Context: an optimization exercise on an open-source flow, tuned for small area and a short achievable clock period. The choices shown serve that exercise and are no tape-out recipe.
No run shown here included a check of the RTL's function; only the layout flow was run.
No activity file was given, so power comes from the tool's default toggle rates.

==> flow/design.v <==
module alu16(a, b, imm, asel, bsel, shift, op, loadc, loads, c_q, s_q, d_c, d_s);
  input [15:0] a, b;
  input [4:0] imm;
  input asel, bsel;
  input [1:0] shift, op;
  input loadc, loads;
  input [15:0] c_q;   
  input s_q;          
  output [15:0] d_c;  
  output d_s;         
  wire sel_b = ~bsel & ~shift[1] & ~shift[0];    
  wire sel_l = ~bsel & ~shift[1] & shift[0];     
  wire sel_r = ~bsel & shift[1];                 
  wire sel_bs = ~bsel & (shift == 2'b00 || shift == 2'b11);   
  wire sub = op[0];
  wire sub_n = ~op[0];
  wire asel_n = ~asel;
  wire loadc_n = ~loadc;
  wire loads_n = ~loads;
  wire ld_arith_n = ~(loadc & ~op[1]);
  wire ld_not_n = ~(loadc & op[1] & op[0]);
  wire ld_and_n = ~(loadc & op[1] & ~op[0]);
  wire ld_arith = loads & ~op[1];
  wire ld_not = loads & op[1] & op[0];
  wire ld_and = loads & op[1] & ~op[0];
  wire [15:0] bin, ainx, pn, gn;
  wire bt0_0;
  wire bt0_1;
  wire bt0_2;
  wire bt1_0;
  wire bt1_1;
  wire bt1_2;
  wire bt1_3;
  wire bt2_0;
  wire bt2_1;
  wire bt2_2;
  wire bt2_3;
  wire bt3_0;
  wire bt3_1;
  wire bt3_2;
  wire bt3_3;
  wire bt4_0;
  wire bt4_1;
  wire bt4_2;
  wire bt4_3;
  wire bt5_0;
  wire bt5_1;
  wire bt5_2;
  wire bt6_0;
  wire bt6_1;
  wire bt6_2;
  wire bt7_0;
  wire bt7_1;
  wire bt7_2;
  wire bt8_0;
  wire bt8_1;
  wire bt8_2;
  wire bt9_0;
  wire bt9_1;
  wire bt9_2;
  wire bt10_0;
  wire bt10_1;
  wire bt10_2;
  wire bt11_0;
  wire bt11_1;
  wire bt11_2;
  wire bt12_0;
  wire bt12_1;
  wire bt12_2;
  wire bt13_0;
  wire bt13_1;
  wire bt13_2;
  wire bt14_0;
  wire bt14_1;
  wire bt14_2;
  wire bt15_0;
  wire bt15_1;
  wire an_0;
  wire an_1;
  wire an_2;
  wire an_3;
  wire an_4;
  wire an_5;
  wire an_6;
  wire an_7;
  wire an_8;
  wire an_9;
  wire an_10;
  wire an_11;
  wire an_12;
  wire an_13;
  wire an_14;
  wire an_15;
  wire g0n_0;
  wire p0n_0;
  wire g0n_1;
  wire p0n_1;
  wire g0n_2;
  wire p0n_2;
  wire g0n_3;
  wire p0n_3;
  wire g0n_4;
  wire p0n_4;
  wire g0n_5;
  wire p0n_5;
  wire g0n_6;
  wire p0n_6;
  wire g0n_7;
  wire p0n_7;
  wire g0n_8;
  wire p0n_8;
  wire g0n_9;
  wire p0n_9;
  wire g0n_10;
  wire p0n_10;
  wire g0n_11;
  wire p0n_11;
  wire g0n_12;
  wire p0n_12;
  wire g0n_13;
  wire p0n_13;
  wire g0n_14;
  wire p0n_14;
  wire g0n_15;
  wire p0n_15;
  wire g1_1;
  wire g1_3;
  wire pp1_3;
  wire g1_5;
  wire pp1_5;
  wire g1_7;
  wire pp1_7;
  wire g1_9;
  wire pp1_9;
  wire g1_11;
  wire pp1_11;
  wire g1_13;
  wire pp1_13;
  wire g1_15;
  wire pp1_15;
  wire g0n_2_i;
  wire p0n_2_i;
  wire g2_2;
  wire g2_3;
  wire g0n_6_i;
  wire p0n_6_i;
  wire g2_6;
  wire pp2_6;
  wire g2_7;
  wire pp2_7;
  wire g0n_10_i;
  wire p0n_10_i;
  wire g2_10;
  wire pp2_10;
  wire g2_11;
  wire pp2_11;
  wire g0n_14_i;
  wire p0n_14_i;
  wire g2_14;
  wire pp2_14;
  wire g2_15;
  wire pp2_15;
  wire g3_4;
  wire g1_5_i;
  wire pp1_5_i;
  wire g3_5;
  wire g3_6;
  wire g3_7;
  wire g3_12;
  wire pp3_12;
  wire g1_13_i;
  wire pp1_13_i;
  wire g3_13;
  wire pp3_13;
  wire g3_14;
  wire pp3_14;
  wire g3_15;
  wire pp3_15;
  wire g0n_8_i;
  wire p0n_8_i;
  wire g4_8;
  wire g4_9;
  wire g2_10_i;
  wire pp2_10_i;
  wire g4_10;
  wire g2_11_i;
  wire pp2_11_i;
  wire g4_11;
  wire g4_12;
  wire g4_13;
  wire g4_14;
  wire g4_15;
  wire q_0;
  wire sn_0;
  wire v_0;
  wire u_0;
  wire q_1;
  wire sn_1;
  wire v_1;
  wire u_1;
  wire q_2;
  wire sn_2;
  wire v_2;
  wire u_2;
  wire q_3;
  wire sn_3;
  wire v_3;
  wire u_3;
  wire q_4;
  wire sn_4;
  wire v_4;
  wire u_4;
  wire q_5;
  wire sn_5;
  wire v_5;
  wire u_5;
  wire q_6;
  wire sn_6;
  wire v_6;
  wire u_6;
  wire q_7;
  wire sn_7;
  wire v_7;
  wire u_7;
  wire q_8;
  wire sn_8;
  wire v_8;
  wire u_8;
  wire q_9;
  wire sn_9;
  wire v_9;
  wire u_9;
  wire q_10;
  wire sn_10;
  wire v_10;
  wire u_10;
  wire q_11;
  wire sn_11;
  wire v_11;
  wire u_11;
  wire q_12;
  wire sn_12;
  wire v_12;
  wire u_12;
  wire q_13;
  wire sn_13;
  wire v_13;
  wire u_13;
  wire q_14;
  wire sn_14;
  wire v_14;
  wire u_14;
  wire q_15;
  wire sn_15;
  wire v_15;
  wire u_15;
  wire k_0;
  wire e_0;
  wire k_1;
  wire e_1;
  wire k_2;
  wire e_2;
  wire k_3;
  wire e_3;
  wire k_4;
  wire e_4;
  wire k_5;
  wire e_5;
  wire k_6;
  wire e_6;
  wire k_7;
  wire e_7;
  wire k_8;
  wire e_8;
  wire k_9;
  wire e_9;
  wire k_10;
  wire e_10;
  wire k_11;
  wire e_11;
  wire k_12;
  wire e_12;
  wire k_13;
  wire e_13;
  wire k_14;
  wire e_14;
  wire k_15;
  wire e_15;
  wire za_q0;
  wire za_q1;
  wire za_q2;
  wire za_q3;
  wire za_h0;
  wire za_h1;
  wire za_n;
  wire zand_q0;
  wire zand_q1;
  wire zand_q2;
  wire zand_q3;
  wire zand_h0;
  wire zand_h1;
  wire zand_n;
  wire znot_q0;
  wire znot_q1;
  wire znot_q2;
  wire znot_q3;
  wire znot_h0;
  wire znot_h1;
  wire znot_n;
  wire hold_n;
  c_nand2 u1(.a(sel_b), .b(b[0]), .y(bt0_0));
  c_nand2 u2(.a(sel_r), .b(b[1]), .y(bt0_1));
  c_nand2 u3(.a(bsel), .b(imm[0]), .y(bt0_2));
  c_nand3 u4(.a(bt0_0), .b(bt0_1), .c(bt0_2), .y(bin[0]));
  c_nand2 u5(.a(sel_b), .b(b[1]), .y(bt1_0));
  c_nand2 u6(.a(sel_l), .b(b[0]), .y(bt1_1));
  c_nand2 u7(.a(sel_r), .b(b[2]), .y(bt1_2));
  c_nand2 u8(.a(bsel), .b(imm[1]), .y(bt1_3));
  c_nand4 u9(.a(bt1_0), .b(bt1_1), .c(bt1_2), .d(bt1_3), .y(bin[1]));
  c_nand2 u10(.a(sel_b), .b(b[2]), .y(bt2_0));
  c_nand2 u11(.a(sel_l), .b(b[1]), .y(bt2_1));
  c_nand2 u12(.a(sel_r), .b(b[3]), .y(bt2_2));
  c_nand2 u13(.a(bsel), .b(imm[2]), .y(bt2_3));
  c_nand4 u14(.a(bt2_0), .b(bt2_1), .c(bt2_2), .d(bt2_3), .y(bin[2]));
  c_nand2 u15(.a(sel_b), .b(b[3]), .y(bt3_0));
  c_nand2 u16(.a(sel_l), .b(b[2]), .y(bt3_1));
  c_nand2 u17(.a(sel_r), .b(b[4]), .y(bt3_2));
  c_nand2 u18(.a(bsel), .b(imm[3]), .y(bt3_3));
  c_nand4 u19(.a(bt3_0), .b(bt3_1), .c(bt3_2), .d(bt3_3), .y(bin[3]));
  c_nand2 u20(.a(sel_b), .b(b[4]), .y(bt4_0));
  c_nand2 u21(.a(sel_l), .b(b[3]), .y(bt4_1));
  c_nand2 u22(.a(sel_r), .b(b[5]), .y(bt4_2));
  c_nand2 u23(.a(bsel), .b(imm[4]), .y(bt4_3));
  c_nand4 u24(.a(bt4_0), .b(bt4_1), .c(bt4_2), .d(bt4_3), .y(bin[4]));
  c_nand2 u25(.a(sel_b), .b(b[5]), .y(bt5_0));
  c_nand2 u26(.a(sel_l), .b(b[4]), .y(bt5_1));
  c_nand2 u27(.a(sel_r), .b(b[6]), .y(bt5_2));
  c_nand3 u28(.a(bt5_0), .b(bt5_1), .c(bt5_2), .y(bin[5]));
  c_nand2 u29(.a(sel_b), .b(b[6]), .y(bt6_0));
  c_nand2 u30(.a(sel_l), .b(b[5]), .y(bt6_1));
  c_nand2 u31(.a(sel_r), .b(b[7]), .y(bt6_2));
  c_nand3 u32(.a(bt6_0), .b(bt6_1), .c(bt6_2), .y(bin[6]));
  c_nand2 u33(.a(sel_b), .b(b[7]), .y(bt7_0));
  c_nand2 u34(.a(sel_l), .b(b[6]), .y(bt7_1));
  c_nand2 u35(.a(sel_r), .b(b[8]), .y(bt7_2));
  c_nand3 u36(.a(bt7_0), .b(bt7_1), .c(bt7_2), .y(bin[7]));
  c_nand2 u37(.a(sel_b), .b(b[8]), .y(bt8_0));
  c_nand2 u38(.a(sel_l), .b(b[7]), .y(bt8_1));
  c_nand2 u39(.a(sel_r), .b(b[9]), .y(bt8_2));
  c_nand3 u40(.a(bt8_0), .b(bt8_1), .c(bt8_2), .y(bin[8]));
  c_nand2 u41(.a(sel_b), .b(b[9]), .y(bt9_0));
  c_nand2 u42(.a(sel_l), .b(b[8]), .y(bt9_1));
  c_nand2 u43(.a(sel_r), .b(b[10]), .y(bt9_2));
  c_nand3 u44(.a(bt9_0), .b(bt9_1), .c(bt9_2), .y(bin[9]));
  c_nand2 u45(.a(sel_b), .b(b[10]), .y(bt10_0));
  c_nand2 u46(.a(sel_l), .b(b[9]), .y(bt10_1));
  c_nand2 u47(.a(sel_r), .b(b[11]), .y(bt10_2));
  c_nand3 u48(.a(bt10_0), .b(bt10_1), .c(bt10_2), .y(bin[10]));
  c_nand2 u49(.a(sel_b), .b(b[11]), .y(bt11_0));
  c_nand2 u50(.a(sel_l), .b(b[10]), .y(bt11_1));
  c_nand2 u51(.a(sel_r), .b(b[12]), .y(bt11_2));
  c_nand3 u52(.a(bt11_0), .b(bt11_1), .c(bt11_2), .y(bin[11]));
  c_nand2 u53(.a(sel_b), .b(b[12]), .y(bt12_0));
  c_nand2 u54(.a(sel_l), .b(b[11]), .y(bt12_1));
  c_nand2 u55(.a(sel_r), .b(b[13]), .y(bt12_2));
  c_nand3 u56(.a(bt12_0), .b(bt12_1), .c(bt12_2), .y(bin[12]));
  c_nand2 u57(.a(sel_b), .b(b[13]), .y(bt13_0));
  c_nand2 u58(.a(sel_l), .b(b[12]), .y(bt13_1));
  c_nand2 u59(.a(sel_r), .b(b[14]), .y(bt13_2));
  c_nand3 u60(.a(bt13_0), .b(bt13_1), .c(bt13_2), .y(bin[13]));
  c_nand2 u61(.a(sel_b), .b(b[14]), .y(bt14_0));
  c_nand2 u62(.a(sel_l), .b(b[13]), .y(bt14_1));
  c_nand2 u63(.a(sel_r), .b(b[15]), .y(bt14_2));
  c_nand3 u64(.a(bt14_0), .b(bt14_1), .c(bt14_2), .y(bin[14]));
  c_nand2 u65(.a(sel_bs), .b(b[15]), .y(bt15_0));
  c_nand2 u66(.a(sel_l), .b(b[14]), .y(bt15_1));
  c_nand2 u67(.a(bt15_0), .b(bt15_1), .y(bin[15]));
  c_nand2 u68(.a(a[0]), .b(asel_n), .y(an_0));
  c_xnor2 u69(.a(an_0), .b(sub), .y(ainx[0]));
  c_nand2 u70(.a(a[1]), .b(asel_n), .y(an_1));
  c_xnor2 u71(.a(an_1), .b(sub), .y(ainx[1]));
  c_nand2 u72(.a(a[2]), .b(asel_n), .y(an_2));
  c_xnor2 u73(.a(an_2), .b(sub), .y(ainx[2]));
  c_nand2 u74(.a(a[3]), .b(asel_n), .y(an_3));
  c_xnor2 u75(.a(an_3), .b(sub), .y(ainx[3]));
  c_nand2 u76(.a(a[4]), .b(asel_n), .y(an_4));
  c_xnor2 u77(.a(an_4), .b(sub), .y(ainx[4]));
  c_nand2 u78(.a(a[5]), .b(asel_n), .y(an_5));
  c_xnor2 u79(.a(an_5), .b(sub), .y(ainx[5]));
  c_nand2 u80(.a(a[6]), .b(asel_n), .y(an_6));
  c_xnor2 u81(.a(an_6), .b(sub), .y(ainx[6]));
  c_nand2 u82(.a(a[7]), .b(asel_n), .y(an_7));
  c_xnor2 u83(.a(an_7), .b(sub), .y(ainx[7]));
  c_nand2 u84(.a(a[8]), .b(asel_n), .y(an_8));
  c_xnor2 u85(.a(an_8), .b(sub), .y(ainx[8]));
  c_nand2 u86(.a(a[9]), .b(asel_n), .y(an_9));
  c_xnor2 u87(.a(an_9), .b(sub), .y(ainx[9]));
  c_nand2 u88(.a(a[10]), .b(asel_n), .y(an_10));
  c_xnor2 u89(.a(an_10), .b(sub), .y(ainx[10]));
  c_nand2 u90(.a(a[11]), .b(asel_n), .y(an_11));
  c_xnor2 u91(.a(an_11), .b(sub), .y(ainx[11]));
  c_nand2 u92(.a(a[12]), .b(asel_n), .y(an_12));
  c_xnor2 u93(.a(an_12), .b(sub), .y(ainx[12]));
  c_nand2 u94(.a(a[13]), .b(asel_n), .y(an_13));
  c_xnor2 u95(.a(an_13), .b(sub), .y(ainx[13]));
  c_nand2 u96(.a(a[14]), .b(asel_n), .y(an_14));
  c_xnor2 u97(.a(an_14), .b(sub), .y(ainx[14]));
  c_nand2 u98(.a(a[15]), .b(asel_n), .y(an_15));
  c_xnor2 u99(.a(an_15), .b(sub), .y(ainx[15]));
  c_nand2 u100(.a(ainx[0]), .b(bin[0]), .y(g0n_0));
  c_xnor2 u101(.a(ainx[0]), .b(bin[0]), .y(p0n_0));
  assign pn[0] = p0n_0;
  assign gn[0] = g0n_0;
  c_nand2 u102(.a(ainx[1]), .b(bin[1]), .y(g0n_1));
  c_xnor2 u103(.a(ainx[1]), .b(bin[1]), .y(p0n_1));
  assign pn[1] = p0n_1;
  assign gn[1] = g0n_1;
  c_nand2 u104(.a(ainx[2]), .b(bin[2]), .y(g0n_2));
  c_xnor2 u105(.a(ainx[2]), .b(bin[2]), .y(p0n_2));
  assign pn[2] = p0n_2;
  assign gn[2] = g0n_2;
  c_nand2 u106(.a(ainx[3]), .b(bin[3]), .y(g0n_3));
  c_xnor2 u107(.a(ainx[3]), .b(bin[3]), .y(p0n_3));
  assign pn[3] = p0n_3;
  assign gn[3] = g0n_3;
  c_nand2 u108(.a(ainx[4]), .b(bin[4]), .y(g0n_4));
  c_xnor2 u109(.a(ainx[4]), .b(bin[4]), .y(p0n_4));
  assign pn[4] = p0n_4;
  assign gn[4] = g0n_4;
  c_nand2 u110(.a(ainx[5]), .b(bin[5]), .y(g0n_5));
  c_xnor2 u111(.a(ainx[5]), .b(bin[5]), .y(p0n_5));
  assign pn[5] = p0n_5;
  assign gn[5] = g0n_5;
  c_nand2 u112(.a(ainx[6]), .b(bin[6]), .y(g0n_6));
  c_xnor2 u113(.a(ainx[6]), .b(bin[6]), .y(p0n_6));
  assign pn[6] = p0n_6;
  assign gn[6] = g0n_6;
  c_nand2 u114(.a(ainx[7]), .b(bin[7]), .y(g0n_7));
  c_xnor2 u115(.a(ainx[7]), .b(bin[7]), .y(p0n_7));
  assign pn[7] = p0n_7;
  assign gn[7] = g0n_7;
  c_nand2 u116(.a(ainx[8]), .b(bin[8]), .y(g0n_8));
  c_xnor2 u117(.a(ainx[8]), .b(bin[8]), .y(p0n_8));
  assign pn[8] = p0n_8;
  assign gn[8] = g0n_8;
  c_nand2 u118(.a(ainx[9]), .b(bin[9]), .y(g0n_9));
  c_xnor2 u119(.a(ainx[9]), .b(bin[9]), .y(p0n_9));
  assign pn[9] = p0n_9;
  assign gn[9] = g0n_9;
  c_nand2 u120(.a(ainx[10]), .b(bin[10]), .y(g0n_10));
  c_xnor2 u121(.a(ainx[10]), .b(bin[10]), .y(p0n_10));
  assign pn[10] = p0n_10;
  assign gn[10] = g0n_10;
  c_nand2 u122(.a(ainx[11]), .b(bin[11]), .y(g0n_11));
  c_xnor2 u123(.a(ainx[11]), .b(bin[11]), .y(p0n_11));
  assign pn[11] = p0n_11;
  assign gn[11] = g0n_11;
  c_nand2 u124(.a(ainx[12]), .b(bin[12]), .y(g0n_12));
  c_xnor2 u125(.a(ainx[12]), .b(bin[12]), .y(p0n_12));
  assign pn[12] = p0n_12;
  assign gn[12] = g0n_12;
  c_nand2 u126(.a(ainx[13]), .b(bin[13]), .y(g0n_13));
  c_xnor2 u127(.a(ainx[13]), .b(bin[13]), .y(p0n_13));
  assign pn[13] = p0n_13;
  assign gn[13] = g0n_13;
  c_nand2 u128(.a(ainx[14]), .b(bin[14]), .y(g0n_14));
  c_xnor2 u129(.a(ainx[14]), .b(bin[14]), .y(p0n_14));
  assign pn[14] = p0n_14;
  assign gn[14] = g0n_14;
  c_nand2 u130(.a(ainx[15]), .b(bin[15]), .y(g0n_15));
  c_xnor2 u131(.a(ainx[15]), .b(bin[15]), .y(p0n_15));
  assign pn[15] = p0n_15;
  assign gn[15] = g0n_15;
  c_oai21 u132(.a1(p0n_1), .a2(g0n_0), .b1(g0n_1), .y(g1_1));
  c_oai21 u133(.a1(p0n_3), .a2(g0n_2), .b1(g0n_3), .y(g1_3));
  c_nor2 u134(.a(p0n_3), .b(p0n_2), .y(pp1_3));
  c_oai21 u135(.a1(p0n_5), .a2(g0n_4), .b1(g0n_5), .y(g1_5));
  c_nor2 u136(.a(p0n_5), .b(p0n_4), .y(pp1_5));
  c_oai21 u137(.a1(p0n_7), .a2(g0n_6), .b1(g0n_7), .y(g1_7));
  c_nor2 u138(.a(p0n_7), .b(p0n_6), .y(pp1_7));
  c_oai21 u139(.a1(p0n_9), .a2(g0n_8), .b1(g0n_9), .y(g1_9));
  c_nor2 u140(.a(p0n_9), .b(p0n_8), .y(pp1_9));
  c_oai21 u141(.a1(p0n_11), .a2(g0n_10), .b1(g0n_11), .y(g1_11));
  c_nor2 u142(.a(p0n_11), .b(p0n_10), .y(pp1_11));
  c_oai21 u143(.a1(p0n_13), .a2(g0n_12), .b1(g0n_13), .y(g1_13));
  c_nor2 u144(.a(p0n_13), .b(p0n_12), .y(pp1_13));
  c_oai21 u145(.a1(p0n_15), .a2(g0n_14), .b1(g0n_15), .y(g1_15));
  c_nor2 u146(.a(p0n_15), .b(p0n_14), .y(pp1_15));
  c_inv u147(.a(g0n_2), .y(g0n_2_i));
  c_inv u148(.a(p0n_2), .y(p0n_2_i));
  c_aoi21 u149(.a1(p0n_2_i), .a2(g1_1), .b1(g0n_2_i), .y(g2_2));
  c_aoi21 u150(.a1(pp1_3), .a2(g1_1), .b1(g1_3), .y(g2_3));
  c_inv u151(.a(g0n_6), .y(g0n_6_i));
  c_inv u152(.a(p0n_6), .y(p0n_6_i));
  c_aoi21 u153(.a1(p0n_6_i), .a2(g1_5), .b1(g0n_6_i), .y(g2_6));
  c_nand2 u154(.a(p0n_6_i), .b(pp1_5), .y(pp2_6));
  c_aoi21 u155(.a1(pp1_7), .a2(g1_5), .b1(g1_7), .y(g2_7));
  c_nand2 u156(.a(pp1_7), .b(pp1_5), .y(pp2_7));
  c_inv u157(.a(g0n_10), .y(g0n_10_i));
  c_inv u158(.a(p0n_10), .y(p0n_10_i));
  c_aoi21 u159(.a1(p0n_10_i), .a2(g1_9), .b1(g0n_10_i), .y(g2_10));
  c_nand2 u160(.a(p0n_10_i), .b(pp1_9), .y(pp2_10));
  c_aoi21 u161(.a1(pp1_11), .a2(g1_9), .b1(g1_11), .y(g2_11));
  c_nand2 u162(.a(pp1_11), .b(pp1_9), .y(pp2_11));
  c_inv u163(.a(g0n_14), .y(g0n_14_i));
  c_inv u164(.a(p0n_14), .y(p0n_14_i));
  c_aoi21 u165(.a1(p0n_14_i), .a2(g1_13), .b1(g0n_14_i), .y(g2_14));
  c_nand2 u166(.a(p0n_14_i), .b(pp1_13), .y(pp2_14));
  c_aoi21 u167(.a1(pp1_15), .a2(g1_13), .b1(g1_15), .y(g2_15));
  c_nand2 u168(.a(pp1_15), .b(pp1_13), .y(pp2_15));
  c_oai21 u169(.a1(p0n_4), .a2(g2_3), .b1(g0n_4), .y(g3_4));
  c_inv u170(.a(g1_5), .y(g1_5_i));
  c_inv u171(.a(pp1_5), .y(pp1_5_i));
  c_oai21 u172(.a1(pp1_5_i), .a2(g2_3), .b1(g1_5_i), .y(g3_5));
  c_oai21 u173(.a1(pp2_6), .a2(g2_3), .b1(g2_6), .y(g3_6));
  c_oai21 u174(.a1(pp2_7), .a2(g2_3), .b1(g2_7), .y(g3_7));
  c_oai21 u175(.a1(p0n_12), .a2(g2_11), .b1(g0n_12), .y(g3_12));
  c_nor2 u176(.a(p0n_12), .b(pp2_11), .y(pp3_12));
  c_inv u177(.a(g1_13), .y(g1_13_i));
  c_inv u178(.a(pp1_13), .y(pp1_13_i));
  c_oai21 u179(.a1(pp1_13_i), .a2(g2_11), .b1(g1_13_i), .y(g3_13));
  c_nor2 u180(.a(pp1_13_i), .b(pp2_11), .y(pp3_13));
  c_oai21 u181(.a1(pp2_14), .a2(g2_11), .b1(g2_14), .y(g3_14));
  c_nor2 u182(.a(pp2_14), .b(pp2_11), .y(pp3_14));
  c_oai21 u183(.a1(pp2_15), .a2(g2_11), .b1(g2_15), .y(g3_15));
  c_nor2 u184(.a(pp2_15), .b(pp2_11), .y(pp3_15));
  c_inv u185(.a(g0n_8), .y(g0n_8_i));
  c_inv u186(.a(p0n_8), .y(p0n_8_i));
  c_aoi21 u187(.a1(p0n_8_i), .a2(g3_7), .b1(g0n_8_i), .y(g4_8));
  c_aoi21 u188(.a1(pp1_9), .a2(g3_7), .b1(g1_9), .y(g4_9));
  c_inv u189(.a(g2_10), .y(g2_10_i));
  c_inv u190(.a(pp2_10), .y(pp2_10_i));
  c_aoi21 u191(.a1(pp2_10_i), .a2(g3_7), .b1(g2_10_i), .y(g4_10));
  c_inv u192(.a(g2_11), .y(g2_11_i));
  c_inv u193(.a(pp2_11), .y(pp2_11_i));
  c_aoi21 u194(.a1(pp2_11_i), .a2(g3_7), .b1(g2_11_i), .y(g4_11));
  c_aoi21 u195(.a1(pp3_12), .a2(g3_7), .b1(g3_12), .y(g4_12));
  c_aoi21 u196(.a1(pp3_13), .a2(g3_7), .b1(g3_13), .y(g4_13));
  c_aoi21 u197(.a1(pp3_14), .a2(g3_7), .b1(g3_14), .y(g4_14));
  c_aoi21 u198(.a1(pp3_15), .a2(g3_7), .b1(g3_15), .y(g4_15));
  c_xnor2 u199(.a(pn[0]), .b(sub), .y(q_0));
  c_inv u200(.a(q_0), .y(sn_0));
  c_o22a u201(.a1(ld_not_n), .a2(bin[0]), .b1(ld_and_n), .b2(gn[0]), .y(v_0));
  c_nand2 u202(.a(loadc_n), .b(c_q[0]), .y(u_0));
  c_o211ai u203(.a1(sn_0), .a2(ld_arith_n), .b1(u_0), .c1(v_0), .y(d_c[0]));
  c_xnor2 u204(.a(pn[1]), .b(sub), .y(q_1));
  c_xor2 u205(.a(q_1), .b(g0n_0), .y(sn_1));
  c_o22a u206(.a1(ld_not_n), .a2(bin[1]), .b1(ld_and_n), .b2(gn[1]), .y(v_1));
  c_nand2 u207(.a(loadc_n), .b(c_q[1]), .y(u_1));
  c_o211ai u208(.a1(sn_1), .a2(ld_arith_n), .b1(u_1), .c1(v_1), .y(d_c[1]));
  c_xnor2 u209(.a(pn[2]), .b(sub), .y(q_2));
  c_xnor2 u210(.a(q_2), .b(g1_1), .y(sn_2));
  c_o22a u211(.a1(ld_not_n), .a2(bin[2]), .b1(ld_and_n), .b2(gn[2]), .y(v_2));
  c_nand2 u212(.a(loadc_n), .b(c_q[2]), .y(u_2));
  c_o211ai u213(.a1(sn_2), .a2(ld_arith_n), .b1(u_2), .c1(v_2), .y(d_c[2]));
  c_xnor2 u214(.a(pn[3]), .b(sub), .y(q_3));
  c_xor2 u215(.a(q_3), .b(g2_2), .y(sn_3));
  c_o22a u216(.a1(ld_not_n), .a2(bin[3]), .b1(ld_and_n), .b2(gn[3]), .y(v_3));
  c_nand2 u217(.a(loadc_n), .b(c_q[3]), .y(u_3));
  c_o211ai u218(.a1(sn_3), .a2(ld_arith_n), .b1(u_3), .c1(v_3), .y(d_c[3]));
  c_xnor2 u219(.a(pn[4]), .b(sub), .y(q_4));
  c_xor2 u220(.a(q_4), .b(g2_3), .y(sn_4));
  c_o22a u221(.a1(ld_not_n), .a2(bin[4]), .b1(ld_and_n), .b2(gn[4]), .y(v_4));
  c_nand2 u222(.a(loadc_n), .b(c_q[4]), .y(u_4));
  c_o211ai u223(.a1(sn_4), .a2(ld_arith_n), .b1(u_4), .c1(v_4), .y(d_c[4]));
  c_xnor2 u224(.a(pn[5]), .b(sub), .y(q_5));
  c_xnor2 u225(.a(q_5), .b(g3_4), .y(sn_5));
  c_o22a u226(.a1(ld_not_n), .a2(bin[5]), .b1(ld_and_n), .b2(gn[5]), .y(v_5));
  c_nand2 u227(.a(loadc_n), .b(c_q[5]), .y(u_5));
  c_o211ai u228(.a1(sn_5), .a2(ld_arith_n), .b1(u_5), .c1(v_5), .y(d_c[5]));
  c_xnor2 u229(.a(pn[6]), .b(sub), .y(q_6));
  c_xnor2 u230(.a(q_6), .b(g3_5), .y(sn_6));
  c_o22a u231(.a1(ld_not_n), .a2(bin[6]), .b1(ld_and_n), .b2(gn[6]), .y(v_6));
  c_nand2 u232(.a(loadc_n), .b(c_q[6]), .y(u_6));
  c_o211ai u233(.a1(sn_6), .a2(ld_arith_n), .b1(u_6), .c1(v_6), .y(d_c[6]));
  c_xnor2 u234(.a(pn[7]), .b(sub), .y(q_7));
  c_xnor2 u235(.a(q_7), .b(g3_6), .y(sn_7));
  c_o22a u236(.a1(ld_not_n), .a2(bin[7]), .b1(ld_and_n), .b2(gn[7]), .y(v_7));
  c_nand2 u237(.a(loadc_n), .b(c_q[7]), .y(u_7));
  c_o211ai u238(.a1(sn_7), .a2(ld_arith_n), .b1(u_7), .c1(v_7), .y(d_c[7]));
  c_xnor2 u239(.a(pn[8]), .b(sub), .y(q_8));
  c_xnor2 u240(.a(q_8), .b(g3_7), .y(sn_8));
  c_o22a u241(.a1(ld_not_n), .a2(bin[8]), .b1(ld_and_n), .b2(gn[8]), .y(v_8));
  c_nand2 u242(.a(loadc_n), .b(c_q[8]), .y(u_8));
  c_o211ai u243(.a1(sn_8), .a2(ld_arith_n), .b1(u_8), .c1(v_8), .y(d_c[8]));
  c_xnor2 u244(.a(pn[9]), .b(sub), .y(q_9));
  c_xor2 u245(.a(q_9), .b(g4_8), .y(sn_9));
  c_o22a u246(.a1(ld_not_n), .a2(bin[9]), .b1(ld_and_n), .b2(gn[9]), .y(v_9));
  c_nand2 u247(.a(loadc_n), .b(c_q[9]), .y(u_9));
  c_o211ai u248(.a1(sn_9), .a2(ld_arith_n), .b1(u_9), .c1(v_9), .y(d_c[9]));
  c_xnor2 u249(.a(pn[10]), .b(sub), .y(q_10));
  c_xor2 u250(.a(q_10), .b(g4_9), .y(sn_10));
  c_o22a u251(.a1(ld_not_n), .a2(bin[10]), .b1(ld_and_n), .b2(gn[10]), .y(v_10));
  c_nand2 u252(.a(loadc_n), .b(c_q[10]), .y(u_10));
  c_o211ai u253(.a1(sn_10), .a2(ld_arith_n), .b1(u_10), .c1(v_10), .y(d_c[10]));
  c_xnor2 u254(.a(pn[11]), .b(sub), .y(q_11));
  c_xor2 u255(.a(q_11), .b(g4_10), .y(sn_11));
  c_o22a u256(.a1(ld_not_n), .a2(bin[11]), .b1(ld_and_n), .b2(gn[11]), .y(v_11));
  c_nand2 u257(.a(loadc_n), .b(c_q[11]), .y(u_11));
  c_o211ai u258(.a1(sn_11), .a2(ld_arith_n), .b1(u_11), .c1(v_11), .y(d_c[11]));
  c_xnor2 u259(.a(pn[12]), .b(sub), .y(q_12));
  c_xor2 u260(.a(q_12), .b(g4_11), .y(sn_12));
  c_o22a u261(.a1(ld_not_n), .a2(bin[12]), .b1(ld_and_n), .b2(gn[12]), .y(v_12));
  c_nand2 u262(.a(loadc_n), .b(c_q[12]), .y(u_12));
  c_o211ai u263(.a1(sn_12), .a2(ld_arith_n), .b1(u_12), .c1(v_12), .y(d_c[12]));
  c_xnor2 u264(.a(pn[13]), .b(sub), .y(q_13));
  c_xor2 u265(.a(q_13), .b(g4_12), .y(sn_13));
  c_o22a u266(.a1(ld_not_n), .a2(bin[13]), .b1(ld_and_n), .b2(gn[13]), .y(v_13));
  c_nand2 u267(.a(loadc_n), .b(c_q[13]), .y(u_13));
  c_o211ai u268(.a1(sn_13), .a2(ld_arith_n), .b1(u_13), .c1(v_13), .y(d_c[13]));
  c_xnor2 u269(.a(pn[14]), .b(sub), .y(q_14));
  c_xor2 u270(.a(q_14), .b(g4_13), .y(sn_14));
  c_o22a u271(.a1(ld_not_n), .a2(bin[14]), .b1(ld_and_n), .b2(gn[14]), .y(v_14));
  c_nand2 u272(.a(loadc_n), .b(c_q[14]), .y(u_14));
  c_o211ai u273(.a1(sn_14), .a2(ld_arith_n), .b1(u_14), .c1(v_14), .y(d_c[14]));
  c_xnor2 u274(.a(pn[15]), .b(sub), .y(q_15));
  c_xor2 u275(.a(q_15), .b(g4_14), .y(sn_15));
  c_o22a u276(.a1(ld_not_n), .a2(bin[15]), .b1(ld_and_n), .b2(gn[15]), .y(v_15));
  c_nand2 u277(.a(loadc_n), .b(c_q[15]), .y(u_15));
  c_o211ai u278(.a1(sn_15), .a2(ld_arith_n), .b1(u_15), .c1(v_15), .y(d_c[15]));
  assign k_0 = sub;
  c_xor2 u279(.a(pn[0]), .b(k_0), .y(e_0));
  c_nand3 u280(.a(gn[0]), .b(pn[0]), .c(sub_n), .y(k_1));
  c_xor2 u281(.a(pn[1]), .b(k_1), .y(e_1));
  c_nand3 u282(.a(gn[1]), .b(pn[1]), .c(sub_n), .y(k_2));
  c_xor2 u283(.a(pn[2]), .b(k_2), .y(e_2));
  c_nand3 u284(.a(gn[2]), .b(pn[2]), .c(sub_n), .y(k_3));
  c_xor2 u285(.a(pn[3]), .b(k_3), .y(e_3));
  c_nand3 u286(.a(gn[3]), .b(pn[3]), .c(sub_n), .y(k_4));
  c_xor2 u287(.a(pn[4]), .b(k_4), .y(e_4));
  c_nand3 u288(.a(gn[4]), .b(pn[4]), .c(sub_n), .y(k_5));
  c_xor2 u289(.a(pn[5]), .b(k_5), .y(e_5));
  c_nand3 u290(.a(gn[5]), .b(pn[5]), .c(sub_n), .y(k_6));
  c_xor2 u291(.a(pn[6]), .b(k_6), .y(e_6));
  c_nand3 u292(.a(gn[6]), .b(pn[6]), .c(sub_n), .y(k_7));
  c_xor2 u293(.a(pn[7]), .b(k_7), .y(e_7));
  c_nand3 u294(.a(gn[7]), .b(pn[7]), .c(sub_n), .y(k_8));
  c_xor2 u295(.a(pn[8]), .b(k_8), .y(e_8));
  c_nand3 u296(.a(gn[8]), .b(pn[8]), .c(sub_n), .y(k_9));
  c_xor2 u297(.a(pn[9]), .b(k_9), .y(e_9));
  c_nand3 u298(.a(gn[9]), .b(pn[9]), .c(sub_n), .y(k_10));
  c_xor2 u299(.a(pn[10]), .b(k_10), .y(e_10));
  c_nand3 u300(.a(gn[10]), .b(pn[10]), .c(sub_n), .y(k_11));
  c_xor2 u301(.a(pn[11]), .b(k_11), .y(e_11));
  c_nand3 u302(.a(gn[11]), .b(pn[11]), .c(sub_n), .y(k_12));
  c_xor2 u303(.a(pn[12]), .b(k_12), .y(e_12));
  c_nand3 u304(.a(gn[12]), .b(pn[12]), .c(sub_n), .y(k_13));
  c_xor2 u305(.a(pn[13]), .b(k_13), .y(e_13));
  c_nand3 u306(.a(gn[13]), .b(pn[13]), .c(sub_n), .y(k_14));
  c_xor2 u307(.a(pn[14]), .b(k_14), .y(e_14));
  c_nand3 u308(.a(gn[14]), .b(pn[14]), .c(sub_n), .y(k_15));
  c_xor2 u309(.a(pn[15]), .b(k_15), .y(e_15));
  c_nand4 u310(.a(e_0), .b(e_1), .c(e_2), .d(e_3), .y(za_q0));
  c_nand4 u311(.a(e_4), .b(e_5), .c(e_6), .d(e_7), .y(za_q1));
  c_nand4 u312(.a(e_8), .b(e_9), .c(e_10), .d(e_11), .y(za_q2));
  c_nand4 u313(.a(e_12), .b(e_13), .c(e_14), .d(e_15), .y(za_q3));
  c_nor2 u314(.a(za_q0), .b(za_q1), .y(za_h0));
  c_nor2 u315(.a(za_q2), .b(za_q3), .y(za_h1));
  c_nand3 u316(.a(za_h0), .b(za_h1), .c(ld_arith), .y(za_n));
  c_nand4 u317(.a(gn[0]), .b(gn[1]), .c(gn[2]), .d(gn[3]), .y(zand_q0));
  c_nand4 u318(.a(gn[4]), .b(gn[5]), .c(gn[6]), .d(gn[7]), .y(zand_q1));
  c_nand4 u319(.a(gn[8]), .b(gn[9]), .c(gn[10]), .d(gn[11]), .y(zand_q2));
  c_nand4 u320(.a(gn[12]), .b(gn[13]), .c(gn[14]), .d(gn[15]), .y(zand_q3));
  c_nor2 u321(.a(zand_q0), .b(zand_q1), .y(zand_h0));
  c_nor2 u322(.a(zand_q2), .b(zand_q3), .y(zand_h1));
  c_nand3 u323(.a(zand_h0), .b(zand_h1), .c(ld_and), .y(zand_n));
  c_nand4 u324(.a(bin[0]), .b(bin[1]), .c(bin[2]), .d(bin[3]), .y(znot_q0));
  c_nand4 u325(.a(bin[4]), .b(bin[5]), .c(bin[6]), .d(bin[7]), .y(znot_q1));
  c_nand4 u326(.a(bin[8]), .b(bin[9]), .c(bin[10]), .d(bin[11]), .y(znot_q2));
  c_nand4 u327(.a(bin[12]), .b(bin[13]), .c(bin[14]), .d(bin[15]), .y(znot_q3));
  c_nor2 u328(.a(znot_q0), .b(znot_q1), .y(znot_h0));
  c_nor2 u329(.a(znot_q2), .b(znot_q3), .y(znot_h1));
  c_nand3 u330(.a(znot_h0), .b(znot_h1), .c(ld_not), .y(znot_n));
  c_nand2 u331(.a(loads_n), .b(s_q), .y(hold_n));
  c_nand4 u332(.a(za_n), .b(zand_n), .c(znot_n), .d(hold_n), .y(d_s));
endmodule
module datapath(datapath_in, vsel, writenum, write, readnum, clk, loada, loadb, shift, asel, bsel, ALUop, loadc, loads, datapath_out, Z_out);
  input write, clk, loada, loadb, vsel, asel, bsel, loadc, loads;
  input [1:0] shift, ALUop;
  input [2:0] writenum, readnum;
  input [15:0] datapath_in;
  output [15:0] datapath_out;
  output Z_out;
  reg [15:0] R0, R1, R2, R3, R4, R5, R6, R7;
  reg [15:0] A, B, C;
  reg S;
  wire [15:0] wdata = vsel ? datapath_in : C;
  always @(posedge clk) begin
    if (write && writenum == 3'd0) R0 <= wdata;
    if (write && writenum == 3'd1) R1 <= wdata;
    if (write && writenum == 3'd2) R2 <= wdata;
    if (write && writenum == 3'd3) R3 <= wdata;
    if (write && writenum == 3'd4) R4 <= wdata;
    if (write && writenum == 3'd5) R5 <= wdata;
    if (write && writenum == 3'd6) R6 <= wdata;
    if (write && writenum == 3'd7) R7 <= wdata;
  end
  wire [7:0] rsel = 8'b1 << readnum;
  wire [15:0] rdata;
  genvar i;
  generate
    for (i = 0; i < 16; i = i + 1) begin : rd
      read_bit u(.r({R7[i], R6[i], R5[i], R4[i], R3[i], R2[i], R1[i], R0[i]}), .s(rsel), .q(rdata[i]));
    end
  endgenerate
  always @(posedge clk) begin
    if (loada) A <= rdata;
    if (loadb) B <= rdata;
  end
  wire [15:0] c_next;
  wire s_next;
  alu16 u_alu(.a(A), .b(B), .imm(datapath_in[4:0]), .asel(asel), .bsel(bsel), .shift(shift),
              .op(ALUop), .loadc(loadc), .loads(loads), .c_q(C), .s_q(S),
              .d_c(c_next), .d_s(s_next));
  always @(posedge clk) begin
    C <= c_next;
    S <= s_next;
  end
  assign datapath_out = C;
  assign Z_out = S;
endmodule
module read_bit(r, s, q);
  input [7:0] r, s;
  output q;
  assign q = |(r & s);
endmodule
module c_inv(a, y);
  input a;
  output y;
  assign y = ~a;
endmodule
module c_nand2(a, b, y);
  input a, b;
  output y;
  assign y = ~(a & b);
endmodule
module c_nand3(a, b, c, y);
  input a, b, c;
  output y;
  assign y = ~(a & b & c);
endmodule
module c_nand4(a, b, c, d, y);
  input a, b, c, d;
  output y;
  assign y = ~(a & b & c & d);
endmodule
module c_nor2(a, b, y);
  input a, b;
  output y;
  assign y = ~(a | b);
endmodule
module c_xor2(a, b, y);
  input a, b;
  output y;
  assign y = a ^ b;
endmodule
module c_xnor2(a, b, y);
  input a, b;
  output y;
  assign y = ~(a ^ b);
endmodule
module c_aoi21(a1, a2, b1, y);
  input a1, a2, b1;
  output y;
  assign y = ~((a1 & a2) | b1);
endmodule
module c_oai21(a1, a2, b1, y);
  input a1, a2, b1;
  output y;
  assign y = ~((a1 | a2) & b1);
endmodule
module c_o22a(a1, a2, b1, b2, y);
  input a1, a2, b1, b2;
  output y;
  assign y = (a1 | a2) & (b1 | b2);
endmodule
module c_nor4(a, b, c, d, y);
  input a, b, c, d;
  output y;
  assign y = ~(a | b | c | d);
endmodule
module c_o211ai(a1, a2, b1, c1, y);
  input a1, a2, b1, c1;
  output y;
  assign y = ~((a1 | a2) & b1 & c1);
endmodule
==> flow/flow/run.sh <==
#!/bin/bash
# Layout flow: the standard flow (standard.sh, unchanged synthesis) with
# smaller port buffers and no dummy clock loads. Each tool's full output
# stays in orfs/logs/; make's own output goes to flow_make.log here.
set -euo pipefail
bash standard.sh \
  "BUFFER_PORTS_ARGS=-buffer_cell sky130_fd_sc_hd__buf_2" \
  "CTS_ARGS=-sink_clustering_enable -repair_clock_nets -dont_use_dummy_load" \
  finish > flow_make.log 2>&1
==> flow/standard.sh <==
#!/bin/bash
# synth_recipe.tcl (not shown) runs the flow's synth.tcl, then flattens the netlist and writes it again
# the make line also repeats each setting of config.mk as NAME=value (left out here)
make -C /OpenROAD-flow-scripts/flow DESIGN_CONFIG=/design/flow/config.mk WORK_HOME=/design/flow/orfs CLKGATE_MAP_FILE= SYNTH_SCRIPT=/design/flow/synth_recipe.tcl "${@:-finish}"
==> flow/config.mk <==
export PLATFORM = sky130hd
export DESIGN_NAME = datapath
export DESIGN_NICKNAME = datapath
export VERILOG_FILES = /design/flow/design.v
export SDC_FILE = /design/flow/constraint.sdc
export NUM_CORES = 4
export LEC_CHECK = 0
export CAP_MARGIN = 20
export CORE_MARGIN = 2
export CORE_UTILIZATION = 65
export SETUP_SLACK_MARGIN = 2.6
export SLEW_MARGIN = 20
export SYNTH_HIERARCHICAL = 1
export SYNTH_MINIMUM_KEEP_SIZE = 0
==> flow/constraint.sdc <==
create_clock -name core_clock -period 5.0 [get_ports {clk}]
set_input_delay 1.0000 -clock core_clock [delete_from_list [all_inputs] [get_ports {clk}]]
set_output_delay 1.0000 -clock core_clock [all_outputs]
set_load 0.01 [all_outputs]
==> results of run 1 <==
## path summary, 6_finish.rpt
check / startpoint / to / slack [ps] / depth (start not counted)
max: asel / S$_DFF_P_ / 2190 / 11
min: C[10]$_DFF_P_ / C[10]$_DFF_P_ / 520 / 2
max reg2reg: B[4]$_DFFE_PP_ / C[9]$_DFF_P_ / 2650 / 10
min reg2reg: C[10]$_DFF_P_ / C[10]$_DFF_P_ / 520 / 2
## through the flow
stage               hold WS, ps  cells  setup slack (ps)  util (%)  power (mW)
floorplan                   511    631              2080         -        2.30
CTS                         481    924              2410      81.4        3.69
global placement            461    860              1630      71.6        2.48
finish                      524    944              2190      85.2        3.88
global route                531    944              2110      85.2        4.00
detailed placement          470    860              1440      71.6        2.50
## layer usage
| layer | GRT usage (%) | wire length [µm] | part of all wire (%) | vias up |
|---|---|---|---|---|
| li1 | - | - | - | 2688 |
| met1 | 40.4 | 8600 | 36 | 3088 |
| met2 | 53.2 | 11600 | 49 | 474 |
| met3 | 5.50 | 2250 | 9.5 | 131 |
| met4 | 16.7 | 1150 | 4.9 | 0 |
| met5 | 0 | 0 | 0 | - |
## Yosys stat by module (local to each module, per instance), excerpt
module	flip-flops and latches	cell area, µm²
alu16	0	78.8
read_bit	0	36.3
c_o22a	0	8.76
c_aoi21	0	8.76
c_xnor2	0	8.76
c_nor2	0	3.75
c_inv	0	3.75
c_nand2	0	3.75
## power by group
group	total, mW	switching, mW	internal [mW]
clock network	1.06	0.472	0.591
registers	1.82	0.0656	1.75
logic	0.995	0.572	0.423
## logic make-up (layout without fill, tap and decap cells)
| logic type | after synthesis | in the layout | synth area share (%) |
|---|---|---|---|
| DFF | 177 | 177 | 62.8 |
| buffers and inverters | 25 | 165 | 1.44 |
| xor gates and xnor gates | 80 | 80 | 8.55 |
| muxes | 16 | 16 | 2.66 |
| AOI/OAI and AO/OA | 124 | 124 | 12.4 |
| and+or+nand+nor | 209 | 210 | 12.2 |
## sequential cells by signal, summed over array words and instances, names as in the netlist, 16 cells and up
name / cells
R3: 16
B: 16
R7: 16
R0: 16
R5: 16
R1: 16
A: 16
R4: 16
R2: 16
C: 16
R6: 16
## cell type report
cell class              count  area (µm²)  share of cell area, %
flip-flops and latches    177        5140                   48.4
multi-input cells         430        3800                   35.8
repair buffers            124         932                   8.77
clock buffers              17         425                   4.00
well taps                 172         215                   2.03
inverters                  23        93.8                  0.883
repair inverters            1        7.51                 0.0707
## cells in the final DEF (no fill, tap or decap), types with 6 or more instances in the layout
cell / count
a21oi_4: 9
a22oi_1: 64
buf_12: 6
buf_2: 46
buf_4: 61
buf_6: 11
clkbuf_16: 17
dfxtp_1: 17
edfxtp_1: 160
inv_1: 20
mux2_2: 6
mux2_4: 10
nand2_1: 82
nand2_2: 20
nand3_1: 18
nand3_4: 9
nand4_1: 33
nor2_1: 8
nor2_2: 6
o211ai_2: 16
o21ai_2: 7
o22a_1: 16
xnor2_1: 24
xnor2_2: 17
xnor2_4: 12
xor2_1: 25
## critical path: stages
cell and delay, ps:
buf_4 140, clkinvlp_4 230, nand2_1 190, xnor2_2 110, xnor2_1 450, nand3_1 190, xor2_1 190, nand4_1 150
nor2_2 280, nand3_1 150, nand4_1 90
## what timing repair did
item / in CTS / in global routing
hold buffers: 0 / 0
cloned: 2 / 0
endpoints found under the setup margin: 17 / 17
buffers inserted: 45 / 20
pin swaps: 35 / 40
gates resized for setup: 82 / 57
==> results.sh, run 1 <==
export IMPL_status="complete, no violations"
export IMPL_yosysMostFrequentCell="edfxtp_1"
export IMPL_leakage_nw=3.94
export IMPL_antenna_found_initial=1
export IMPL_clk_pin_slew_ps=60
export IMPL_setup_viol=0
export IMPL_yosysTopAreaCell="edfxtp_1"
export IMPL_wire_per_inst_um=25.0
export IMPL_design_die_area_um2=13500
export IMPL_tightest_slew_ps=1130
export IMPL_antenna_cells=0
export IMPL_synth_area_um2=8200
export IMPL_drc=0
export IMPL_hpwlAfterDp_um=12000
export IMPL_io_pins=52
export IMPL_grt_pass1_wl_um=31400
export IMPL_cts_made_buffers=17
export IMPL_final_hold_violation_count=0
export IMPL_worstPathMaxFanout=8
export IMPL_synth_area_top_cells="edfxtp_1 (59%), a22oi_1 (5.9%), xnor2_1 (5.7%)"
export IMPL_critPathLaunchType="primary input"
export IMPL_drt_pre_antenna_iters=5
export IMPL_place_gp_congestion=0.892
export IMPL_peakVddDrop_uv=243
export IMPL_slew_headroom_pct=24.4
export IMPL_synth_edf_count=160
export IMPL_dr_first_iter_drc_count=833
export IMPL_start_util_pct=65.7
export IMPL_grt_pass1_vias=5981
export IMPL_fin_area_um2=10600
export IMPL_fill_cells=558
export IMPL_place_area_um2=8920
export IMPL_synth_distinct_cells=29
export IMPL_worstSetupEndpointType="flop"
export IMPL_yosysTopAreaCellShare_pct=58.6
export IMPL_cts_tree="yes"
export IMPL_timing_max_cap_violations=0
export IMPL_tns_ps=0
export IMPL_clkLatencyLatePin_ps=420
export IMPL_criticalPathCategory="in -> reg"
export IMPL_slew_violations=0
export IMPL_synth_area_per_cell_um2=13.0
export IMPL_synth_net_count=666
export IMPL_cts_buffer_depth=2
export IMPL_ys_ff_latch=177
export IMPL_clock_root_buffer="clkbuf_16"
export IMPL_drive_gt1_share_pct=37.8
export IMPL_grt_ovfl_total=0
export IMPL_vias=6381
export IMPL_fmax_mhz=356
export IMPL_grtUsageTotal_pct=31.9
export IMPL_ys_top_cells_by_count="edfxtp_1 (160), nand2_1 (106), a22oi_1 (64)"
export IMPL_hold_path_class="reg -> reg"
export IMPL_timing_final_crit_share_pct=56.2
export IMPL_area_growth_pct=29.6
export IMPL_ant_nets=0
export IMPL_cp_required_ps=5350
export IMPL_grt_max_degree=20
export IMPL_final_nets=809
export IMPL_rows=41
export IMPL_clock_sinks=177
export IMPL_yosys_warnings=7
export IMPL_die_h_um=116
export IMPL_core_area_um2=12500
export IMPL_synth_seq_area_share_pct=62.8
export IMPL_skew_ps=14.5
export IMPL_async_reset_ff_share_pct=0
export IMPL_synth_top_flop_cell="edfxtp_1"
export IMPL_wl_um=23600
export IMPL_post_route_min_period_ps=2810
export IMPL_die_w_um=116
export IMPL_portBuffers=51
export IMPL_crit_arrival_ps=3160
export IMPL_htree_levels=4
export IMPL_powerDensity_nw_per_um2=365
export IMPL_viasPerCell=6.76
export IMPL_synthCells=631
export IMPL_grt_setup_unrepaired="yes"
==> inputs of run 2 (changes only) <==
==> flow/flow/run.sh (replaced) <==
#!/bin/bash
# Layout flow: the standard flow (standard.sh, unchanged synthesis) with
# smaller port buffers, smaller clock buffers and no dummy clock loads. Each tool's full output
# stays in orfs/logs/; make's own output goes to flow_make.log here.
set -euo pipefail
bash standard.sh \
  "BUFFER_PORTS_ARGS=-buffer_cell sky130_fd_sc_hd__buf_2" \
  "CTS_ARGS=-sink_clustering_enable -repair_clock_nets -dont_use_dummy_load -buf_list sky130_fd_sc_hd__clkbuf_8" \
  finish > flow_make.log 2>&1
==> run 2 against run 1 <==
  * Still clean
  * Worst setup slack improved by 59 ps
  * Cell area fell by 5.9%
  * Clock power fell by 33%
  * Critical endpoint is now C[10]$_DFF_P_
==> results.sh, run 2 <==
export IMPL_drt_pre_antenna_iters=5
export IMPL_place_area_um2=8920
export IMPL_start_util_pct=65.7
export IMPL_viasPerCell=6.27
export IMPL_antenna_cells=0
export IMPL_status="complete, no violations"
export IMPL_cts_buffer_depth=2
export IMPL_layout_common_cells="edfxtp_1 (160), nand2_1 (96), a22oi_1 (64)"
export IMPL_criticalPathCategory="in -> reg"
export IMPL_synth_top_flop_cell="edfxtp_1"
export IMPL_area_growth_pct=22.0
export IMPL_path_cells="buf_8, nor3b_4, buf_6, nand2_2, nand4_1, xnor2_2, o21ai_2, a21oi_4, o21ai_4, buf_12, a21oi_4, xor2_2, o211ai_2"
export IMPL_crit_path_top_delay_cell="xnor2_2"
export IMPL_slowest_delay_ps=360
export IMPL_cts_hold_buf=0
export IMPL_clkPwrFrac_pct=21.0
export IMPL_place_gp_congestion=0.892
export IMPL_grt_pass1_vias=5653
export IMPL_critPathLaunchType="primary input"
export IMPL_crit_path_start="shift[0]"
export IMPL_drive_gt1_share_pct=32.9
export IMPL_postLayoutCoreUtil_pct=80.2
export IMPL_yosysTopAreaCellShare_pct=58.6
export IMPL_synth_xor_area_share_pct=8.55
export IMPL_slew_violations=0
export IMPL_clk_pin_slew_ps=60
export IMPL_reg2reg_to="C[10]$_DFF_P_"
export IMPL_skew_ps=28.5
export IMPL_synth_area_um2=8200
export IMPL_clock_sinks=177
export IMPL_sequentialPowerShare_pct=53.4
export IMPL_grt_max_degree=20
export IMPL_crit_end="C[10]$_DFF_P_"
export IMPL_synth_area_per_cell_um2=13.0
export IMPL_core_area_um2=12500
export IMPL_grt_pass1_wl_um=30000
export IMPL_synth_top_family_by_area="compound AO/OA/AOI/OAI gates"
export IMPL_pwr_share_comb_pct=25.6
export IMPL_fin_area_um2=10000
export IMPL_wl_um=19700
export IMPL_tightest_slew_ps=1060
export IMPL_hpwlAfterDp_um=12000
export IMPL_worstPathMaxFanout=8
export IMPL_clock_root_buffer="clkbuf_8"
export IMPL_grt_setup_unrepaired="yes"
export IMPL_final_hold_violation_count=0
export IMPL_final_nets=797
export IMPL_grtUsageTotal_pct=30.3
export IMPL_htree_levels=4
export IMPL_ant_nets=0
export IMPL_die_h_um=116
export IMPL_synth_seq_area_share_pct=62.8
export IMPL_die_w_um=116
export IMPL_reg2reg_setup_slack_ps=2740
export IMPL_worstSetupEndpointType="flop"
export IMPL_antenna_found_initial=0
export IMPL_tns_ps=0
export IMPL_internal_power_mw=2.43
export IMPL_synth_compound_area_share_pct=12.4
export IMPL_grt_ovfl_total=0
export IMPL_io_pins=52
export IMPL_fmax_mhz=363
export IMPL_wire_per_inst_um=21.2
export IMPL_vias=5839
export IMPL_synth_area_top_cells="edfxtp_1 (59%), a22oi_1 (5.9%), xnor2_1 (5.7%)"
export IMPL_leakage_nw=3.67
export IMPL_rows=41
export IMPL_crit_arrival_ps=3020
export IMPL_synthCells=631
export IMPL_synth_net_count=666
export IMPL_hold_path_class="reg -> reg"
export IMPL_ys_top_cells_by_count="edfxtp_1 (160), nand2_1 (106), a22oi_1 (64)"
export IMPL_synthAdderAreaFrac_pct=0
export IMPL_setup_viol=0
export IMPL_peakVddDrop_uv=290
export IMPL_slew_headroom_pct=29.5
export IMPL_ys_ff_latch=177
export IMPL_swShare_pct=28.3
export IMPL_async_reset_ff_share_pct=0
export IMPL_cts_tree="yes"
export IMPL_yosys_area_share_simple_pct=12.2
export IMPL_post_route_min_period_ps=2750
export IMPL_holdWs_ps=501
export IMPL_timing_final_crit_share_pct=55.1
export IMPL_switchingPower_uw=956
export IMPL_yosysMostFrequentCell="edfxtp_1"
export IMPL_dr_first_iter_drc_count=607
export IMPL_portBuffers=51
export IMPL_yosysTopAreaCell="edfxtp_1"
export IMPL_cts_made_buffers=17
export IMPL_clkLatencyLatePin_ps=440
export IMPL_cp_required_ps=5270
export IMPL_drc=0
export IMPL_r2r_start="B[4]$_DFFE_PP_"
export IMPL_rr_worst_depth=10
export IMPL_synth_distinct_cells=29
export IMPL_powerDensity_nw_per_um2=339
export IMPL_synth_mux_area_share_pct=2.66
export IMPL_power_total_mw=3.39
export IMPL_mostFrequentLayoutCell="edfxtp_1"
export IMPL_design_die_area_um2=13500
export IMPL_yosys_warnings=7
export IMPL_timing_max_cap_violations=0
export IMPL_synth_edf_count=160
export IMPL_cpMostUsedCell="a21oi_4"
[run 2: cell counts after synthesis]
No cell type changed its count.
[run 2: power by group through the flow]
stage | Combinational (mW) | Sequential [mW] | Clock (mW)
finish | 0.867 | 1.81 | 0.711
global route | 0.927 | 1.81 | 0.781
CTS | 0.791 | 1.80 | 0.721
detailed placement | 0.668 | 1.83 | 0
global placement | 0.646 | 1.83 | 0
floorplan | 0.472 | 1.83 | 0
[run 2: worst min path at each step]
stage / startpoint / end / slack (ps) / cells after the start
final: S$_DFF_P_ / S$_DFF_P_ / 500 / 2
after global routing: S$_DFF_P_ / S$_DFF_P_ / 530 / 2
after CTS: S$_DFF_P_ / S$_DFF_P_ / 480 / 2
after detailed placement: S$_DFF_P_ / S$_DFF_P_ / 470 / 2
after global placement: S$_DFF_P_ / S$_DFF_P_ / 460 / 2
after floorplan: S$_DFF_P_ / S$_DFF_P_ / 510 / 2
[run 2: cells by family after synthesis]
kind of cell	Yosys count
AND/OR/NAND/NOR	209
multiplexers	16
flip-flops	177
XOR/XNOR	80
buffers and inverters	25
AO/OA/AOI/OAI	124
[run 2: final cells by class]
type,instances,area (µm²)
clock buffers,17,234
fillers,700,2470
inverters,23,93.8
multi-input cells,429,3490
flip-flops and latches,177,5140
well taps,172,215
repair buffers,113,813
repair inverters,1,7.51
[run 2: timing repair]
| item | CTS | global route |
|---|---|---|
| resized for setup | 50 | 27 |
| gates cloned | 0 | 1 |
| setup endpoints to repair | 17 | 17 |
| pin swaps | 37 | 15 |
| setup buffers | 42 | 12 |
[run 2: modules after synthesis, one instance, submodules excluded]
module    area, µm²  cells
c_nand2        3.75      1
alu16          78.8     15
c_aoi21        8.76      1
read_bit       36.3      5
c_o211ai       12.5      1
c_xor2         8.76      1
c_nand3        5.00      1
c_nand4        6.26      1
c_nor2         3.75      1
datapath       5530    211
c_xnor2        8.76      1
c_inv          3.75      1
c_o22a         8.76      1
c_oai21        5.00      1
[run 2: critical path, delay by kind of cell]
kind	cells	cell delay, ps
xor+xnor	2	540
compound gates	5	630
buf+inv	3	380
simple gates	3	460
[run 2: metal layers]
metal,up-vias,part of all wire [%],global-route usage [%]
met3,42,6.9,4.31
met2,277,51,51.2
li1,2661,-,-
met5,-,0,0
met4,0,2.1,11.6
met1,2859,40,40.4
[run 2: per-stage QoR]
stage	setup WS [ps]	std cells
2_1_floorplan	2080	631
3_3_place_gp	1630	860
3_5_place_dp	1440	860
4_1_cts	2380	919
5_1_grt	2260	932
6_report	2250	932

-- re-timing with driven ports --
No port has a modelled driver above. Below, the same layouts with a new extraction and two added sets of constraints.
Step 1 (the two cells are an assumption about what drives the block):
set clk [get_ports {clk}]
set_driving_cell -lib_cell sky130_fd_sc_hd__clkbuf_16 $clk
set_driving_cell -lib_cell sky130_fd_sc_hd__buf_2 [delete_from_list [all_inputs] $clk]
Step 2, shift: input delay + t, output delay - t, t = (earliest + latest rising clock arrival at the registers) / 2. This alone moves slack from input paths to output paths.
a / b / c = ideal / step 1 / step 2; a / b = the first two.
| run | t, ns | slack for setup (ns) | worst setup path at the end | pins driven straight from the clock port |
|---|---|---|---|---|
| run 1 | 0.454 | 2.189 / 2.201 / 1.747 | input to register | 1 |
| run 2 | 0.466 | 2.247 / 2.244 / 1.778 | input to register | 1 |
After both steps every run listed still meets setup and hold. For run 2, which loses most, drivers alone change the setup slack by -0.003 ns; drivers and shift together by -0.469 ns.
